This design comes from an exercise in tuning for small area on the open sky130 flow, not from production work. Function was checked by simulation only, so behaviour that the tests miss may differ from the original.

## design/flow/run.sh

```bash
#!/bin/bash
# synth_recipe.tcl (not shown) runs the flow's synth.tcl, then flattens the netlist and writes it again
# the make line also repeats each setting of config.mk as NAME=value (left out here)
make -C /OpenROAD-flow-scripts/flow DESIGN_CONFIG=/design/flow/config.mk WORK_HOME=/design/flow/orfs CLKGATE_MAP_FILE= SYNTH_SCRIPT=/design/flow/synth_recipe.tcl finish
```

## design/flow/config.mk

```make
export PLATFORM = sky130hd
export DESIGN_NAME = fm_demod
export DESIGN_NICKNAME = fm_demod
export VERILOG_FILES = /design/flow/design.v
export SDC_FILE = /design/flow/constraint.sdc
export NUM_CORES = 4
export LEC_CHECK = 0
export CAP_MARGIN = 20
export CORE_MARGIN = 2
export CORE_UTILIZATION = 40
export SLEW_MARGIN = 20
```

## design/flow/constraint.sdc

```tcl
create_clock -name core_clock -period 35.0 [get_ports {clk}]
set_input_delay 7.0000 -clock core_clock [delete_from_list [all_inputs] [get_ports {clk}]]
set_output_delay 7.0000 -clock core_clock [all_outputs]
set_load 0.01 [all_outputs]
```

## design/flow/design.v

```verilog
module filter(
    input CLK,
    input RSTn,
    input CE,
    input [9:0] FIR_IN,
    output [9:0] FIR_OUT
    );
reg phase;
reg [9:0] acc;
reg [19:0] Q;
assign FIR_OUT = acc;
reg [9:0] P1;
reg [9:0] P2;
reg [9:0] P3;
reg [9:0] P4;
reg [9:0] P5;
reg [9:0] P6;
reg [9:0] P7;
reg [9:0] P8;
reg [9:0] P9;
reg [9:0] P10;
reg [9:0] P11;
reg [9:0] P12;
reg [9:0] P13;
reg [9:0] P14;
reg [9:0] P15;
reg [9:0] P16;
reg [9:0] P17;
reg [9:0] P18;
reg [9:0] P19;
reg [9:0] P20;
reg [9:0] P21;
reg [9:0] P22;
reg [9:0] P23;
reg [9:0] P24;
reg [9:0] P25;
reg [9:0] P26;
reg [9:0] P27;
reg [9:0] P28;
reg [9:0] P29;
reg [9:0] P30;
reg [9:0] P31;
reg [9:0] P32;
reg [9:0] P33;
reg [9:0] P34;
wire [9:0] x_in = phase ? FIR_IN : {FIR_IN[4:0], FIR_IN[9:5]};
always @(posedge CLK or negedge RSTn)
  if (!RSTn) begin
    phase <= 1'b0;
    P1 <= 10'd0;
    P2 <= 10'd0;
    P3 <= 10'd0;
    P4 <= 10'd0;
    P5 <= 10'd0;
    P6 <= 10'd0;
    P7 <= 10'd0;
    P8 <= 10'd0;
    P9 <= 10'd0;
    P10 <= 10'd0;
    P11 <= 10'd0;
    P12 <= 10'd0;
    P13 <= 10'd0;
    P14 <= 10'd0;
    P15 <= 10'd0;
    P16 <= 10'd0;
    P17 <= 10'd0;
    P18 <= 10'd0;
    P19 <= 10'd0;
    P20 <= 10'd0;
    P21 <= 10'd0;
    P22 <= 10'd0;
    P23 <= 10'd0;
    P24 <= 10'd0;
    P25 <= 10'd0;
    P26 <= 10'd0;
    P27 <= 10'd0;
    P28 <= 10'd0;
    P29 <= 10'd0;
    P30 <= 10'd0;
    P31 <= 10'd0;
    P32 <= 10'd0;
    P33 <= 10'd0;
    P34 <= 10'd0;
  end else begin
    phase <= ~phase;
    if (CE) begin
      P1 <= x_in;
      P2 <= {P1[4:0], P1[9:5]};
      P3 <= {P2[4:0], P2[9:5]};
      P4 <= {P3[4:0], P3[9:5]};
      P5 <= {P4[4:0], P4[9:5]};
      P6 <= {P5[4:0], P5[9:5]};
      P7 <= {P6[4:0], P6[9:5]};
      P8 <= {P7[4:0], P7[9:5]};
      P9 <= {P8[4:0], P8[9:5]};
      P10 <= {P9[4:0], P9[9:5]};
      P11 <= {P10[4:0], P10[9:5]};
      P12 <= {P11[4:0], P11[9:5]};
      P13 <= {P12[4:0], P12[9:5]};
      P14 <= {P13[4:0], P13[9:5]};
      P15 <= {P14[4:0], P14[9:5]};
      P16 <= {P15[4:0], P15[9:5]};
      P17 <= {P16[4:0], P16[9:5]};
      P18 <= {P17[4:0], P17[9:5]};
      P19 <= {P18[4:0], P18[9:5]};
      P20 <= {P19[4:0], P19[9:5]};
      P21 <= {P20[4:0], P20[9:5]};
      P22 <= {P21[4:0], P21[9:5]};
      P23 <= {P22[4:0], P22[9:5]};
      P24 <= {P23[4:0], P23[9:5]};
      P25 <= {P24[4:0], P24[9:5]};
      P26 <= {P25[4:0], P25[9:5]};
      P27 <= {P26[4:0], P26[9:5]};
      P28 <= {P27[4:0], P27[9:5]};
      P29 <= {P28[4:0], P28[9:5]};
      P30 <= {P29[4:0], P29[9:5]};
      P31 <= {P30[4:0], P30[9:5]};
      P32 <= {P31[4:0], P31[9:5]};
      P33 <= {P32[4:0], P32[9:5]};
      P34 <= {P33[4:0], P33[9:5]};
    end else begin
      P1 <= {P1[4:0], P1[9:5]};
      P2 <= {P2[4:0], P2[9:5]};
      P3 <= {P3[4:0], P3[9:5]};
      P4 <= {P4[4:0], P4[9:5]};
      P5 <= {P5[4:0], P5[9:5]};
      P6 <= {P6[4:0], P6[9:5]};
      P7 <= {P7[4:0], P7[9:5]};
      P8 <= {P8[4:0], P8[9:5]};
      P9 <= {P9[4:0], P9[9:5]};
      P10 <= {P10[4:0], P10[9:5]};
      P11 <= {P11[4:0], P11[9:5]};
      P12 <= {P12[4:0], P12[9:5]};
      P13 <= {P13[4:0], P13[9:5]};
      P14 <= {P14[4:0], P14[9:5]};
      P15 <= {P15[4:0], P15[9:5]};
      P16 <= {P16[4:0], P16[9:5]};
      P17 <= {P17[4:0], P17[9:5]};
      P18 <= {P18[4:0], P18[9:5]};
      P19 <= {P19[4:0], P19[9:5]};
      P20 <= {P20[4:0], P20[9:5]};
      P21 <= {P21[4:0], P21[9:5]};
      P22 <= {P22[4:0], P22[9:5]};
      P23 <= {P23[4:0], P23[9:5]};
      P24 <= {P24[4:0], P24[9:5]};
      P25 <= {P25[4:0], P25[9:5]};
      P26 <= {P26[4:0], P26[9:5]};
      P27 <= {P27[4:0], P27[9:5]};
      P28 <= {P28[4:0], P28[9:5]};
      P29 <= {P29[4:0], P29[9:5]};
      P30 <= {P30[4:0], P30[9:5]};
      P31 <= {P31[4:0], P31[9:5]};
      P32 <= {P32[4:0], P32[9:5]};
      P33 <= {P33[4:0], P33[9:5]};
      P34 <= {P34[4:0], P34[9:5]};
    end
  end
wire [6:0] g1 = P2[4:0] + P7[4:0] + P29[4:0] + P34[4:0];
wire [5:0] g2 = P3[4:0] + P33[4:0];
wire [5:0] g3 = P4[4:0] + P32[4:0];
wire [5:0] g4 = P5[4:0] + P31[4:0];
wire [5:0] g5 = P6[4:0] + P30[4:0];
wire [5:0] g6 = P8[4:0] + P28[4:0];
wire [5:0] g7 = P9[4:0] + P27[4:0];
wire [5:0] g8 = P10[4:0] + P26[4:0];
wire [5:0] g9 = P11[4:0] + P25[4:0];
wire [5:0] g10 = P12[4:0] + P24[4:0];
wire [5:0] g11 = P13[4:0] + P23[4:0];
wire [5:0] g12 = P14[4:0] + P22[4:0];
wire [5:0] g13 = P15[4:0] + P21[4:0];
wire [5:0] g14 = P16[4:0] + P20[4:0];
wire [5:0] g15 = P17[4:0] + P19[4:0];
wire [4:0] g16 = P18[4:0];
wire [17:0] T = ({13'd0, g1} << 7) + ({13'd0, g2} << 6) + ({13'd0, g3} << 2) + ({13'd0, g3} << 6) + ({13'd0, g4} << 1) + ({13'd0, g4} << 4) + ({13'd0, g4} << 6) + ({13'd0, g5} << 7) + ({13'd0, g6} << 0) + ({13'd0, g6} << 7) + ({13'd0, g7} << 4) + ({13'd0, g7} << 7) + ({13'd0, g8} << 0) + ({13'd0, g8} << 5) + ({13'd0, g8} << 7) + ({13'd0, g9} << 3) + ({13'd0, g9} << 5) + ({13'd0, g9} << 7) + ({13'd0, g10} << 2) + ({13'd0, g10} << 8) + ({13'd0, g11} << 8) + ({13'd0, g12} << 3) + ({13'd0, g12} << 8) + ({13'd0, g13} << 4) + ({13'd0, g13} << 8) + ({13'd0, g14} << 2) + ({13'd0, g14} << 4) + ({13'd0, g14} << 8) + ({13'd0, g15} << 8) + ({13'd0, g16} << 8) - ({13'd0, g1} << 1) - ({13'd0, g1} << 4) - ({13'd0, g2} << 0) - ({13'd0, g2} << 3) - ({13'd0, g5} << 5) - ({13'd0, g6} << 2) - ({13'd0, g7} << 0) - ({13'd0, g7} << 2) - ({13'd0, g8} << 3) - ({13'd0, g9} << 0) - ({13'd0, g10} << 0) - ({13'd0, g10} << 4) - ({13'd0, g10} << 6) - ({13'd0, g11} << 1) - ({13'd0, g11} << 6) - ({13'd0, g12} << 0) - ({13'd0, g12} << 6) - ({13'd0, g13} << 1) - ({13'd0, g13} << 6) - ({13'd0, g14} << 6) - ({13'd0, g15} << 0) - ({13'd0, g15} << 3) - ({13'd0, g15} << 5) - ({13'd0, g16} << 3) - ({13'd0, g16} << 5);
wire [19:0] sT = phase ? {T[14:0], 5'd0} : {2'd0, T};
wire [19:0] S = Q + sT;
always @(posedge CLK or negedge RSTn)
  if (!RSTn) begin
    Q <= 20'd0;
    acc <= 10'd0;
  end else begin
    Q <= sT;
    if (CE) acc <= S[19:10];
  end
endmodule
module differentiator(
    input en,
    input clk,
    input rstn,
    input [2:0]channel,
    input [9:0] X,
    output wire [9:0] out,
    output wire filter_clk,
    output wire [9:0] un_filtered_out,
    output wire filter_ce_out
);
reg filter_clk_r;
reg filter_ce;
assign filter_ce_out = filter_ce;
assign filter_clk=filter_clk_r;
reg signed [9:0] XI0,XI1,XQ0,XQ1;
wire signed [19:0] temp1,temp2,temp3;
wire [9:0] temp4;
always @(posedge clk or negedge rstn) begin
    if(!rstn)begin
        XI0 <= 10'b0;
        XQ0 <= 10'b0;
        XI1 <= 10'b0;
        XQ1 <= 10'b0;
        filter_clk_r <= 1'b0;
        filter_ce <= 1'b0;
    end
    else begin
    filter_ce <= en & ~filter_clk_r;
    if(en) begin
        filter_clk_r <= ~filter_clk_r;
        if(channel==3'b110)
        begin
            XI1 <= XI0;
            XI0 <= X - 10'd512 ;
        end
        else if(channel==3'b100)
        begin
            XQ1 <= XQ0;
            XQ0 <= X - 10'd512;
        end
    end
    end
end
assign temp1 = XI0*XQ1;
assign temp2 = XQ0*XI1;
assign temp3 = temp2 - temp1;
assign temp4 = temp3[19:10] + 10'd512;
assign un_filtered_out=temp4;
filter filter(
    .CLK(clk),
    .RSTn(rstn),
    .CE(filter_ce),
    .FIR_IN(temp4),
    .FIR_OUT(out)
);
endmodule
module SNR_reader (
    input wire clk,
    input wire rstn,
    input wire ce,
    input wire [9:0] filtered,
    input wire [9:0] un_filtered,
    output wire [16:0] SNR
);
reg [7:0] counter;
reg [3:0] qx;
reg pa;
reg [16:0] SNR_reg, D, F;
assign SNR = SNR_reg;
wire [16:0] ra [17:5];
wire [16:0] qa;
assign ra[17] = F;
genvar j;
generate for (j = 16; j >= 5; j = j - 1) begin : sa
    wire [16-j:0] a = ra[j+1][16:j];
    wire [16-j:0] b = D[16-j:0];
    wire [17-j:0] dif = {1'b0, a} - {1'b0, b};
    wire ok = (j == 0) ? 1'b1 : ~|(D >> (17-j));
    assign qa[j] = ok & ~dif[17-j];
    if (j > 0)
        assign ra[j] = {qa[j] ? dif[16-j:0] : a, ra[j+1][j-1:0]};
    else
        assign ra[j] = qa[j] ? dif[16-j:0] : a;
end endgenerate
wire [16:0] rb [5:0];
wire [4:0] qb;
assign rb[5] = F;
generate for (j = 4; j >= 0; j = j - 1) begin : sb
    wire [16-j:0] a = rb[j+1][16:j];
    wire [16-j:0] b = D[16-j:0];
    wire [17-j:0] dif = {1'b0, a} - {1'b0, b};
    wire ok = (j == 0) ? 1'b1 : ~|(D >> (17-j));
    assign qb[j] = ok & ~dif[17-j];
    if (j > 0)
        assign rb[j] = {qb[j] ? dif[16-j:0] : a, rb[j+1][j-1:0]};
    else
        assign rb[j] = qb[j] ? dif[16-j:0] : a;
end endgenerate
always @(posedge clk or negedge rstn) begin
    if(~rstn) begin
        counter <= 8'b0;
        qx <= 4'b0;
        pa <= 1'b0;
        SNR_reg <= 17'b0;
        D <= 17'b0;
        F <= 17'b0;
    end
    else if(ce) begin
        if(pa) begin
            pa <= 1'b0;
            counter <= 8'b0;
            SNR_reg <= {qx, counter, qb};
            D <= 17'b0;
            F <= 17'b0;
        end
        else begin
            counter <= counter+1'b1;
            D <= D + un_filtered - filtered;
            F <= F + filtered;
        end
    end
    else if(counter == 8'd255 && !pa) begin
        pa <= 1'b1;
        {qx, counter} <= qa[16:5];
        F <= ra[5];
    end
end
endmodule
module fm_demod(
    input clk,
    input rstn,
    input en,
    input [2:0] channel,
    input [9:0] X,
    output [9:0] out,
    output [9:0] un_filtered_out,
    output filter_clk,
    output [16:0] snr
);
wire filter_ce;
differentiator differentiator(
    .en(en),
    .clk(clk),
    .rstn(rstn),
    .channel(channel),
    .X(X),
    .out(out),
    .filter_clk(filter_clk),
    .un_filtered_out(un_filtered_out),
    .filter_ce_out(filter_ce)
);
SNR_reader SNR_reader(
    .clk(clk),
    .rstn(rstn),
    .ce(filter_ce),
    .filtered(out),
    .un_filtered(un_filtered_out),
    .SNR(snr)
);
endmodule
```

==> metrics.log <==
INFO  metric outcome = finished clean
INFO  metric routabilityCongestion = 0.907
INFO  metric post_layout_nonfiller_instances = 6,022
INFO  metric grt_start_max_net_pins = 177
INFO  metric finalWirelength = 121 mm
INFO  metric grt_first_pass_wirelength = 194 mm
INFO  metric ys_seq_elements = 477
INFO  metric setup_total_negative_slack = 0 ps
INFO  metric synth_flop_cell = sky130_fd_sc_hd__dfrtp_1
INFO  metric ctsHoldBuffers = 0
INFO  metric cts_tree = yes
INFO  metric hpwlAfterDp = 97.2 mm
INFO  metric wl_met1 = 54.9 mm
INFO  metric mappedNetlistNets = 5,489
INFO  metric route.antenna.remaining_nets = 0
INFO  metric clock_tree.buffer_depth = 3
INFO  metric final.setup.worst_slack = 13,620 ps
INFO  metric placement.io_buffers = 53
INFO  metric avgRoutedWirePerCell = 20.1 microns
INFO  metric grt_pass1_vias = 33,100
INFO  metric overall_via_count_from_detail_route = 31,400
INFO  metric crit_path_start_kind = register
INFO  metric grt_use_total = 20.5%
INFO  metric setup.worst_path.end_class = register
INFO  metric fp.dieArea = 121,000 sq um
INFO  metric final_layout_size_suffix_gt1_share = 13.7%
INFO  metric design.core.area = 118,000 sq um
INFO  metric rr_startpoint = SNR_reader.D[16]
INFO  metric met2_wirelength = 57.5 mm
INFO  metric growth_of_design_area_from_synthesis_to_finish = 9.46%
INFO  metric startpoint = SNR_reader.D[16]
INFO  metric setup_viol = 0
INFO  metric largest_register_ff_count = 20
INFO  metric detailedRoute.firstPassIterationCount = 6
INFO  metric place_inst = 5,913
INFO  metric timing.final.hold_violations = 0
INFO  metric cts_buffers = 58
INFO  metric diodes = 0
INFO  metric ctsResizeCount = 0
INFO  metric numClockSinks = 477
INFO  metric hold_start = differentiator.filter.P1[4]
INFO  metric antenna_violations_before_repair = 1
INFO  metric worst_clock_skew = 63.5 ps
INFO  metric timing.final.max_slew_violations = 0
INFO  metric h_tree_depth = 2
INFO  metric place_ws = 13,900 ps
INFO  metric design.portCount = 54
INFO  metric die_width = 349 microns
INFO  metric post_cts_buffers = 0
INFO  metric highest_fanout_seen_on_the_critical_path = 15
INFO  metric maxCapViolCount = 0
INFO  metric worst_slew_pin_slew = 1200 ps
INFO  metric yosysSeqAreaShare = 25.1%
INFO  metric post_synthesis_mean_instance_area = 10.8 sq um
INFO  metric ctsRootBufferMaster = sky130_fd_sc_hd__clkbuf_16
INFO  metric clk_pin_slew = 70 ps
INFO  metric fillers = 11,100
INFO  metric path_common_cell = sky130_fd_sc_hd__ha_1
INFO  metric starting_density = 40.3%
INFO  metric highest_layer = met5
INFO  metric grt_setup_unrepaired = false
INFO  metric asyncSetResetFlopFracSynth = 100%
INFO  metric drt_via_density = 5.21
INFO  metric source_to_sink_clock_delay_at_the_later_pin_of_the_worst_skew_pair = 700 ps
INFO  metric syn-instance-count = 4,398
INFO  metric timing.setup.critical_path_class = reg -> reg
INFO  metric holdCritPathClass = reg -> reg
INFO  metric fp-row-count = 126
INFO  metric dieHeight = 349 microns
INFO  metric wl_met3 = 5.59 mm
INFO  metric drt-initial-drc-count = 1,892
INFO  metric global_route_total_overflow = 0
INFO  metric critical-path-top-delay-family = compound AO/OA/AOI/OAI gates
INFO  metric slew-limit-headroom = 19.8%
INFO  metric critical_path.max_stage_delay = 730 ps
INFO  metric arrival = 21,970 ps
INFO  metric critPathBufInv = 7
INFO  metric final_net_count = 5,529
INFO  metric syn_area = 47,500 sq um
INFO  metric count_of_cell_types_in_the_netlist = 90
INFO  metric final_worst_path_period_share = 61.1%
INFO  metric period_needed = 21,380 ps
INFO  metric timing.critical_path.required = 35,590 ps
INFO  metric synth_edf_count = 0
INFO  metric max_clock_freq = 0.0468 GHz
INFO  metric drcViolationCount = 0
INFO  metric timing.critical_path.slowest_stage_cell = sky130_fd_sc_hd__o31ai_1
INFO  metric registers.top_by_ff_count = differentiator.filter.Q
INFO  metric yosysWarningCount = 3
==> placed cells by master, fill, tap and decap left out, types with 20 or more instances in the layout <==
cell                              Yosys  layout
sky130_fd_sc_hd__inv_1              691     691
sky130_fd_sc_hd__fa_1               569     569
sky130_fd_sc_hd__ha_1               506     506
sky130_fd_sc_hd__dfrtp_1            477     476
sky130_fd_sc_hd__mux2_2             432     432
sky130_fd_sc_hd__nand2_1            242     241
sky130_fd_sc_hd__a21oi_1            153     153
sky130_fd_sc_hd__nor2_1             147     146
sky130_fd_sc_hd__xnor2_1            136     136
sky130_fd_sc_hd__o21ai_0            130     130
sky130_fd_sc_hd__and2_1              95      95
sky130_fd_sc_hd__a21o_1              88      88
sky130_fd_sc_hd__xor2_1              64      63
sky130_fd_sc_hd__clkbuf_16            0      58
sky130_fd_sc_hd__clkdlybuf4s50_1      0      52
sky130_fd_sc_hd__nor2b_1             50      50
sky130_fd_sc_hd__nor3_1              47      46
sky130_fd_sc_hd__o21a_1              45      45
sky130_fd_sc_hd__buf_4                1      43
sky130_fd_sc_hd__nand3_1             35      35
sky130_fd_sc_hd__mux2i_1             31      31
sky130_fd_sc_hd__and3_1              25      25
sky130_fd_sc_hd__or3_1               22      22
sky130_fd_sc_hd__o21bai_1            22      22
sky130_fd_sc_hd__nand2b_1            20      20
==> synth_stat cells (all sizes together) (5+ instances only) <==
library cell  count  area share [%]
inv             693             5.5
nand3b            7            0.11
nor4              6           0.092
nor2            147             1.2
xnor2           136             2.5
o41ai             6            0.13
o31a             12            0.22
o31ai            18            0.30
o22ai            18            0.24
xor2             64             1.2
o2111ai          16            0.30
a22oi            10            0.16
a21oi           154             1.6
a31oi            19            0.25
mux2i            31            0.65
clkbuf          109            0.86
nor3b             5           0.079
and3             26            0.35
a21o             88             1.4
or3              22            0.29
nand2           242             1.9
nand2b           20            0.26
a41oi             6            0.13
o21ai           134             1.4
o21a             45            0.71
fa              569              24
mux2            433              10
nor2b            50            0.66
ha              506              13
nand3            35            0.37
buf               9            0.10
o211ai           16            0.25
o21bai           22            0.35
nor3             48            0.53
a211oi           18            0.30
and2             95             1.3
or2              14            0.18
dfrtp           477              25
nand4             6           0.079
a311oi            5            0.11
==> final timing paths <==
path,endpoint,slack (ps),cells after the start
min in group asynchronous,differentiator.filter.P13[0],6360,1
min reg2reg,differentiator.filter.P1[9],450,1
max reg2reg,SNR_reader.F[11],13620,81
max,SNR_reader.F[11],13620,81
min,differentiator.filter.P1[9],450,1
max in group asynchronous,differentiator.XI1[0],25280,6
==> worst register-to-register path, delay by kind of cell, from the launching register on <==
kind,cells,cell delay [ps]
flip-flops,1,430
adder cells (fa/ha/maj),12,4130
AO/OA/AOI/OAI,42,11030
AND/OR/NAND/NOR,18,3820
multiplexers,2,710
buffers and inverters,7,1170
==> layer usage <==
| metal | vias to the layer above | global-route usage, % |
|---|---|---|
| li1 | 14700 | - |
| met1 | 15900 | 28.4 |
| met2 | 594 | 33.9 |
| met3 | 148 | 2.74 |
| met4 | 2 | 5.15 |
| met5 | - | 0 |
==> kinds of logic (layout without fill, tap and decap cells) <==
kind of cell / after synthesis / count (layout) / share of synthesized area [%]
AO/OA/AOI/OAI: 637 / 637 / 8.90
XOR/XNOR: 201 / 201 / 3.74
adder cells (fa/ha/maj): 1075 / 1075 / 37.3
buffers and inverters: 813 / 901 / 6.46
flip-flops: 477 / 477 / 25.1
multiplexers: 464 / 464 / 10.9
AND/OR/NAND/NOR: 731 / 731 / 7.52
==> metrics by stage <==
| step | hold WS [ps] | util (%) | area [sq um] |
|---|---|---|---|
| global route | 479 | 44.1 | 52000 |
| finish | 445 | 44.1 | 52000 |
| detailed placement | 463 | 42.3 | 49800 |
| floorplan | 446 | - | 47500 |
| global placement | 463 | 42.3 | 49800 |
| CTS | 458 | 44.0 | 51900 |
==> cell type report <==
cell class              instances  area, sq um  area share, %
clock buffers                  75         1590           3.05
clock inverters                33          513          0.987
inverters                     695         2610           5.02
multi-input cells            3108        32500           62.5
flip-flops and latches        477        11900           23.0
well taps                    1536         1920           3.70
repair buffers                 98          906           1.74

## port drivers added, routing unchanged
In the flow no input, the clock included, has a driving cell. The finished layout below was timed again as built, in two steps. Step 1 assumes that a clkbuf_16 drives the clock port and a buf_2 every other input. Step 2 also shifts input and output timing later by t, the mid clock arrival at the registers, as if the neighbouring blocks saw the same clock. a / b / c = no drivers / after step 1 / after step 2; a / b = the first two.
t (ns): 0.733
setup WS [ns]: 13.625 / 13.625 / 13.625
hold WS [ns]: 0.445 / 0.445 / 0.445
After both steps setup and hold are still met in this run. For this run, drivers alone change the setup slack by 0.000 ns; drivers and shift together by 0.000 ns.
